Context: an optimization exercise on an open-source flow, tuned for small area, a short achievable clock period and few clock cycles per item. The choices shown serve that exercise and are no tape-out recipe.
Function was checked by simulation only, so behaviour that the tests miss may differ from the original.
Power figures rest on the tool's default switching activity, not on a simulated workload.

--- design.v ---
module ISR(reset,
           value,
           clock,
           result,
           done
);
  input wire reset;
  input wire [63:0] value;
  input wire clock;
  output wire [31:0] result;
  output wire done;
  reg  [55:0] d;       
  reg  [31:0] r;       
  reg  [31:0] q;       
  reg  [4:0]  cnt;     
  reg         fin;
  wire [7:0] v8 = value[63:56];
  reg  [3:0] q0;
  reg  [4:0] r0;
  integer k;
  always @* begin
    q0 = 4'd0;
    for (k = 3; k >= 0; k = k - 1)
      if ({4'd0, q0 | (4'd1 << k)} * {4'd0, q0 | (4'd1 << k)} <= {1'b0, v8})
        q0 = q0 | (4'd1 << k);
    r0 = v8 - q0 * q0;
  end
  wire [33:0] rp = {r, d[55:54]};
  wire [33:0] sb = {q, 2'b01};
  wire [34:0] t  = {1'b0, rp} - {1'b0, sb};
  wire        ge = ~t[34];
  always @(posedge clock) begin
    if (reset) begin
      d   <= value[55:0];
      r   <= {27'd0, r0};
      q   <= {28'd0, q0};
      cnt <= 5'd28;
      fin <= 1'b0;
    end else begin
      d   <= {d[53:0], 2'b00};
      r   <= ge ? t[31:0] : rp[31:0];
      cnt <= cnt - 5'd1;
      if (!fin) begin
        q   <= {q[30:0], ge};
        if (cnt == 5'd1) fin <= 1'b1;
      end
    end
  end
  assign result = q;
  assign done   = fin;
endmodule
--- run.sh ---
#!/bin/bash
# synth_recipe.tcl (not shown) runs the flow's synth.tcl, then flattens the netlist and writes it again
# the make line also repeats each setting of config.mk as NAME=value (left out here)
make -C /OpenROAD-flow-scripts/flow DESIGN_CONFIG=/design/flow/config.mk WORK_HOME=/design/flow/orfs CLKGATE_MAP_FILE= SYNTH_SCRIPT=/design/flow/synth_recipe.tcl finish
--- config.mk ---
export PLATFORM = sky130hd
export DESIGN_NAME = ISR
export DESIGN_NICKNAME = ISR
export VERILOG_FILES = /design/flow/design.v
export SDC_FILE = /design/flow/constraint.sdc
export NUM_CORES = 4
export LEC_CHECK = 0
export CAP_MARGIN = 20
export CORE_MARGIN = 2
export CORE_UTILIZATION = 40
export PLACE_DENSITY = 0.6
export SLEW_MARGIN = 20
--- constraint.sdc ---
create_clock -name core_clock -period 10.0 [get_ports {clock}]
set_input_delay 2.0000 -clock core_clock [delete_from_list [all_inputs] [get_ports {clock}]]
set_output_delay 2.0000 -clock core_clock [all_outputs]
set_load 0.01 [all_outputs]
==> results of run 1 <==
state kept, by name (all words and copies together), names as in the netlist:
name,cells
cnt,5
fin,1
q,32
d,56
r,32
metrics by stage:
stage,instances,hold WS (ps)
floorplan,758,430.1
global placement,1050,439.3
detailed placement,1050,441.7
CTS,1082,456.8
global route,1082,465.9
finish,1082,451.9
layout by cell type, fill, tap and decap left out, types with 11 or more instances in the layout:
cell / count
dfxtp_1: 121
clkdlybuf4s50_1: 97
nor2_1: 72
inv_1: 62
ha_1: 60
mux2_2: 55
a21oi_1: 45
mux2i_1: 43
o21ai_0: 28
nand2_1: 28
a21o_1: 22
xnor2_1: 19
xor2_1: 17
nand2b_1: 17
clkbuf_16: 17
nand3_1: 12
nand4_1: 11
critical path, delay by kind of cell:
kind,cells,cell delay (ps)
adder cells (fa/ha/maj),9,2820
AO/OA/AOI/OAI,9,1730
buffers and inverters,3,720
XOR/XNOR,5,700
AND/OR/NAND/NOR,4,540
worst paths after layout:
check,to,slack (ps),depth (start not counted)
max,r[4],1730,30
min reg2reg,d[53],450,1
max reg2reg,q[0],6270,11
min,d[53],450,1
cell families (layout without fill, tap and decap cells):
logic type	after synthesis	after routing	share of synthesized area, %
xor gates and xnor gates	36	36	4.461
AOI/OAI and AO/OA	151	151	14.23
and+or+nand+nor	186	186	12.96
adders and majority gates	63	63	11.47
DFF	126	126	36.25
buffers and inverters	98	197	5.771
muxes	98	98	14.85
synthesized netlist by cell type (12+ instances only):
cell,n
a21o_1,22
a21oi_1,45
clkbuf_1,17
dfxtp_1,122
ha_1,60
inv_1,62
mux2_2,55
mux2i_1,43
nand2_1,28
nand2b_1,17
nand3_1,12
nor2_1,72
o21ai_0,28
xnor2_1,19
xor2_1,17
power groups by stage:
stage	clock [W]	combinational, W	sequential, W
3_5_place_dp	0	0.00121	0.000643
3_3_place_gp	0	0.00119	0.000643
4_1_cts	0.000644	0.00122	0.000633
5_1_grt	0.000670	0.00136	0.000642
6_report	0.000627	0.00122	0.000632
2_1_floorplan	0	0.000980	0.000630
cell type report:
cell class                      count  area (sq um)
Clock buffer                       18         439.2
Clock inverter                     14         166.4
Fill cell                        1642          8499
Inverter                           62         232.7
Multi-Input combinational cell    534          4098
Sequential cell                   126          2564
Tap cell                          225         281.5
Timing Repair Buffer              103          1016
routing by layer:
| layer | vias up | wire length, um |
|---|---|---|
| li1 | 2849 | - |
| met4 | 0 | 249 |
| met1 | 2583 | 7034 |
| met2 | 122 | 7606 |
| met3 | 18 | 894 |
| met5 | - | 0 |
==> flow_summary_export.csv, run 1 <==
group,metric,value,unit
synth,netlist_area,7068,sq um
global_routing,top_usage_layer,"met2",
pwr,switching_share,38.92,%
global_routing,antenna_found_initial,0,
global_routing,grt_pass1_vias,5715,
clocking,cts_root_buf,"clkbuf_16",
drt,routedWlPerCell,14.59,um
clocking,clk_latency,420,ps
worst_setup_path,critPathKind,"input pin to flip-flop",
pwr,power.internal,0.001512,W
drt,dr.pass1.iters,4,
pwr,comb_power_share,49.1,%
clocking,htreeDepth,4,
clocking,clk_pin_slew,60,ps
floorplan,core.rowCount,48,
worst_setup_path,crit_slowest_cell,"clkdlybuf4s50_1",
global_routing,grt_max_degree,92,
placement,dp_slack,1297,ps
timing,period_share,82.70,%
drt,post-route-drc-count,0,
worst_setup_path,worstPathArrival,8530,ps
synth,synth_area_leader_cell,"dfxtp_1",
pwr,cellPowerDensity,281.5,nW/um^2
finish,antenna_cells,0,
timing,hold_violations,0,
placement,place_congestion,0.8546,
worst_setup_path,cp-start-kind,"input pin",
synth,netlist.area_leader.share,34.55,%
placement,port_buffers,98,
floorplan,dieWidth,136.9,um
synth,ys_ff_latch,126,
drt,drt_iter0_drc,235,
timing,finalSetupViolCount,0,
finish,syn2layout_area_growth,24.46,%
timing,period_needed,8270,ps
pwr,clock_power_share,25.3,%
finish,drive_above_1_share,12.25,%
worst_setup_path,path_common_cell,"ha_1",
floorplan,io_pins,99,
synth,synth-main-ff-cell,"dfxtp_1",
floorplan,design.die.area,18750,sq um
clocking,post_cts_buffers,0,
worst_setup_path,crit_start,"value[60]",
timing,finalClockSkew,8.424,ps
global_routing,grtUsageMet1,20.30,%
clocking,clock-sinks,126,
worst_setup_path,slowest_delay,450,ps
floorplan,initial_utilization,40.86,%
finish,fin_util,50.86,%
drt,wirelength,15790,um
finish,design_area,8797,sq um
timing,setup-tns-final,0,ps
synth,yosysWarnings,1,
placement,dp_hpwl,11690,um
worst_setup_path,crit_path_end_kind,"flip-flop",
global_routing,grt.met2_usage,30.38,%
drt,drt-vias-per-instance,5.150,
pwr,power,0.002476,W
timing,rsz0062_at_grt,"false",
pwr,p_switching,0.0009638,W
synth,syn-instance-count,758,
clocking,cts_hold_buf,0,
timing,fmax,120.9,MHz
timing,slew_violations,0,
worst_hold_path,hold_start,"d[51]",
timing,slew_headroom,34.29,%
pwr,p_seq_share,25.5,%
synth,ys_types,64,
clocking,cts_buffers,17,
pwr,power.leakage,3.656,nW
clocking,ctsResizeCount,0,
global_routing,overflow,0,
clocking,cts_tree,"built",
synth,syn_avg_cell_area,9.325,sq um
run,drv_cap,0,
placement,dpl_cell_area,8192,sq um
floorplan,chipHeight,136.9,um
drt,ant_nets,0,
timing,layout_setup_ws,1730,ps
synth,ys_seq_area_share,36.25,%
synth,synth_edf_count,4,
outcome,status,"complete, no violations",
synth,synthArstFlopShare,0,%
global_routing,track_usage,17.70,%
worst_setup_path,reg2reg_from,"q[1]",
clocking,clock_path_buffers,2,
synth,ys_top_cells_by_area,"dfxtp_1 35%, ha_1 11%, mux2_2 8.8%",
synth,synth_fp_nets,887,
drt,vias,5572,
worst_setup_path,cp.required,10260,ps
finish,nets,973,
pwr,vdd.ir_drop.worst,0.0001507,V
global_routing,use_met3,6.000,%
worst_hold_path,worst_hold_path_type,"flip-flop to flip-flop",
global_routing,grt_pass1_wl,26480,um
floorplan,core-area,17300,sq um
worst_setup_path,worstPathMaxFanout,11,
timing,worst_pin_slew,985.7,ps
Testbench counts, summed over its fixed seeds: cycles 13,920, items 480.
==> run 2, diff against run 1 <==
==> design.v (replaced) <==
module ISR(reset,
           value,
           clock,
           result,
           done
);
  input wire reset;
  input wire [63:0] value;
  input wire clock;
  output wire [31:0] result;
  output wire done;
  reg  [55:0] d;       
  reg  [30:0] r;       
  reg  [31:0] q;       
  reg  [3:0]  cnt;     
  reg         fin;
  wire [7:0] v8 = value[63:56];
  reg  [3:0] q0;
  reg  [4:0] r0;
  integer k;
  always @* begin
    q0 = 4'd0;
    for (k = 3; k >= 0; k = k - 1)
      if ({4'd0, q0 | (4'd1 << k)} * {4'd0, q0 | (4'd1 << k)} <= {1'b0, v8})
        q0 = q0 | (4'd1 << k);
    r0 = v8 - q0 * q0;
  end
  wire [29:0] qs = q[29:0];
  wire [34:0] x  = {r, d[55:52]};             
  wire [33:0] t1 = {1'b0, x[34:2]} - {2'b00, qs, 2'b01};
  wire        ge1 = ~t1[33];
  wire [35:0] t2a = {1'b0, x} - {3'b000, qs, 3'b001};
  wire        ge2a = ~t2a[35];
  wire [35:0] m1 = {~{2'b00, qs}, 4'b1111};
  wire [35:0] m2 = {~{3'b000, qs}, 3'b000};
  wire [35:0] xe = {1'b0, x};
  wire [35:0] cs = xe ^ m1 ^ m2;
  wire [35:0] cc = (xe & m1) | (xe & m2) | (m1 & m2);
  wire [35:0] t2b = cs + {cc[34:0], 1'b0};
  wire        ge2b = ~t2b[35];
  wire        ge2 = ge1 ? ge2b : ge2a;
  wire [30:0] r1 = ge1 ? (ge2 ? t2b[30:0] : {t1[28:0], x[1:0]})
                       : (ge2 ? t2a[30:0] : x[30:0]);
  always @(posedge clock) begin
    if (reset) begin
      d   <= value[55:0];
      r   <= {26'd0, r0};
      q   <= {28'd0, q0};
      cnt <= 4'd14;
      fin <= 1'b0;
    end else begin
      d   <= {d[51:0], 4'b0000};
      r   <= r1;
      cnt <= cnt - 4'd1;
      if (!fin) begin
        q   <= {q[29:0], ge1, ge2};
        if (cnt == 4'd1) fin <= 1'b1;
      end
    end
  end
  assign result = q;
  assign done   = fin;
endmodule
==> run 2 against run 1 <==
Against the previous run: highest routed layer unchanged; combinational power rose to 2.7 times the previous value; setup slack improved by 28 ps; first-iteration DRC count rose by 120%; flip-flop and latch count fell by 2.
==> flow_summary_export.csv, run 2 <==
group,metric,value,unit
outcome,status,"complete, no violations",
timing,worst_pin_slew,969.0,ps
finish,syn2layout_area_growth,16.70,%
drt,drt_iter0_drc,506,
drt,dr.pass1.iters,5,
worst_setup_path,critPathKind,"input pin to flip-flop",
timing,slew_headroom,34.02,%
synth,ys_top_cells_by_count,"127 x ha_1, 120 x dfxtp_1, 99 x nor2_1",
worst_setup_path,slowest_delay,480,ps
worst_setup_path,cp-start-kind,"input pin",
finish,design_area,12750,sq um
timing,rsz0062_at_grt,"false",
synth,yosysWarnings,1,
floorplan,dieWidth,169.3,um
clocking,cts_root_buf,"clkbuf_16",
timing,finalClockSkew,11.49,ps
global_routing,grt_max_degree,78,
timing,setup-tns-final,0,ps
synth,ys_seq_area_share,23.08,%
global_routing,antenna_found_initial,0,
synth,synth_area_leader_cell,"dfxtp_1",
worst_setup_path,path_common_cell,"ha_1",
finish,nets,1548,
pwr,vdd.ir_drop.worst,0.0001595,V
placement,port_buffers,98,
finish,drive_above_1_share,8.921,%
pwr,power,0.004695,W
clocking,cts_buffers,17,
timing,finalSetupViolCount,0,
finish,multi_input_area,7900,sq um
synth,ys_top_cells_by_area,"dfxtp_1 22%, ha_1 15%, fa_1 6.2%",
worst_setup_path,reg2reg_from,"q[12]",
worst_setup_path,critPathTopFamily,"adder cells",
synth,netlist_area,10930,sq um
timing,whs,450.9,ps
timing,period_share,82.41,%
finish,mostFrequentLayoutCells,"127 x ha_1, 119 x dfxtp_1, 99 x nor2_1",
timing,period_needed,8241,ps
clocking,htreeDepth,4,
placement,place_congestion,0.9270,
synth,syn-instance-count,1246,
placement,post-place-cells,1643,
timing,slew_violations,0,
drt,ant_nets,0,
drt,vias,9333,
floorplan,design.die.area,28660,sq um
worst_hold_path,worstHoldEndpoint,"cnt[0]",
global_routing,track_usage,21.50,%
worst_hold_path,hold_start,"cnt[0]",
pwr,power.leakage,5.220,nW
worst_setup_path,crit_slowest_cell,"clkdlybuf4s50_1",
worst_setup_path,worstPathMaxFanout,11,
finish,largest_reg_flops,56,
finish,fin_cells,1675,
synth,synth-main-ff-cell,"dfxtp_1",
floorplan,io_pins,99,
worst_hold_path,worst_hold_path_type,"flip-flop to flip-flop",
finish,antenna_cells,0,
worst_setup_path,cp.required,10340,ps
worst_setup_path,critical_path_buf_inv_count,3,
clocking,ctsResizeCount,0,
clocking,clk_pin_slew,60,ps
finish,seq_area,2524,sq um
global_routing,overflow,0,
drt,drt-vias-per-instance,5.572,
worst_setup_path,worstPathArrival,8580,ps
worst_setup_path,r2r_end,"r[4]",
finish,regMostFlops,"d",
pwr,cellPowerDensity,368.1,nW/um^2
drt,post-route-drc-count,0,
synth,syn_avg_cell_area,8.771,sq um
timing,fmax,121.3,MHz
floorplan,chipHeight,169.3,um
drt,routedWlPerCell,17.71,um
run,drv_cap,0,
drt,wirelength,29670,um
synth,synth_fp_nets,1473,
worst_setup_path,crit_path_end_kind,"flip-flop",
synth,netlist.area_leader.share,21.98,%
synth,synth_edf_count,4,
worst_setup_path,reg2regPathDepth,13,
clocking,clock_path_buffers,2,
global_routing,grt_pass1_vias,9376,
timing,hold_violations,0,
synth,synthArstFlopShare,0,%
clocking,cts_hold_buf,0,
finish,top_regs,"d x56, q x32, r x31",
clocking,clk_latency,430,ps
placement,dpl_cell_area,12160,sq um
floorplan,initial_utilization,40.67,%
global_routing,grt_pass1_wl,49470,um
placement,dp_hpwl,22750,um
floorplan,core.rowCount,60,
finish,final_common_cell,"ha_1",
worst_hold_path,whs_path_depth,1,
clocking,clock-sinks,124,
clocking,post_cts_buffers,0,
clocking,cts_tree,"built",
synth,yosysMostFrequentCell,"ha_1",
synth,ys_ff_latch,124,
worst_setup_path,rrSetupSlack,5090,ps
floorplan,core-area,26880,sq um
finish,fillers,2651,
synth,ys_types,77,
## run 2: changes by cell type after synthesis, moves of 29 or more
cell / previous run / this run
ha_1: 60 / 127
xnor2_1: 19 / 58
fa_1: 3 / 34
a21o_1: 22 / 51
nand2_1: 28 / 63
a21oi_1: 45 / 98
o21ai_0: 28 / 64
## run 2: logic make-up (layout without fill, tap and decap cells)
logic type / Yosys count / count (layout) / synth area share, %
AOI/OAI and AO/OA: 359 / 359 / 22.27
xor gates and xnor gates: 90 / 90 / 7.212
adders and majority gates: 161 / 161 / 20.77
buffers and inverters: 124 / 212 / 4.637
DFF: 124 / 124 / 23.08
muxes: 86 / 86 / 8.598
and+or+nand+nor: 302 / 302 / 13.44
## run 2: layout make-up
cell class / instances / share of cell area, %
Multi-Input combinational cell: 998 / 61.94
Sequential cell: 124 / 19.79
Timing Repair Buffer: 104 / 8.024
Tap cell: 341 / 3.345
Clock buffer: 17 / 3.335
Inverter: 76 / 2.237
Clock inverter: 15 / 1.334
## run 2: stage by stage
stage	utilization, %	setup WS, ps
3_3_place_gp	45.24	1360
5_1_grt	47.46	1238
3_5_place_dp	45.24	1266
6_report	47.46	1759
4_1_cts	47.46	1703
2_1_floorplan	-	1933
## run 2: metal layers
metal	part of all wire [%]	up-vias	wire length (um)	global-route usage, %
met1	46	4410	13510	27.46
met3	5.6	38	1650	4.478
met5	0	-	0	0
met2	47	209	13970	36.73
met4	1.8	0	536	5.983
li1	-	4676	-	-
## run 2: how the worst max path moves through the flow
stage	start	endpoint	slack, ps	depth (start not counted)
floorplan	value[63]	r[4]	1930	27
detailed placement	value[60]	r[4]	1270	29
finish	value[60]	r[4]	1760	29
CTS	value[60]	r[4]	1700	29
global route	value[60]	r[4]	1240	29
global placement	value[60]	r[4]	1360	29
## run 2: where the power goes
group / internal (W) / switching, W / leakage [nW]
clock network: 0.000356 / 0.000284 / 0.286
logic: 0.00140 / 0.00195 / 3.89
registers: 0.000598 / 0.000110 / 1.04
total: 0.00235 / 0.00234 / 5.22
Testbench counts of run 2, summed over its fixed seeds: cycles 7,200, items 480.

## re-timing with driven ports
In the flow no input, the clock included, has a driving cell. The finished layouts below were timed again as built, in two steps. Step 1, drivers: a clkbuf_16 drives clock and a buf_2 each remaining input, both assumed. Step 2 moves the port delays by t, midway between the first and last clock arrival at a register: inputs arrive t later, outputs are due t later. That takes back most of the time a late clock gives input paths. Slacks: ideal / step 1 / step 2; pairs: ideal / step 1.
run | t, ns | slack for setup (ns) | hold WS [ns] | worst setup path at the end
run 1 | 0.456 | 1.730 / 1.745 / 1.289 | 0.452 / 0.452 / 0.452 | input to register
run 2 | 0.470 | 1.759 / 1.786 / 1.316 | 0.451 / 0.451 / 0.451 | input to register
After both steps setup and hold are still met in every run listed. The setup slack of run 2, which loses most, moves by +0.027 ns with the drivers and by -0.443 ns with both steps.
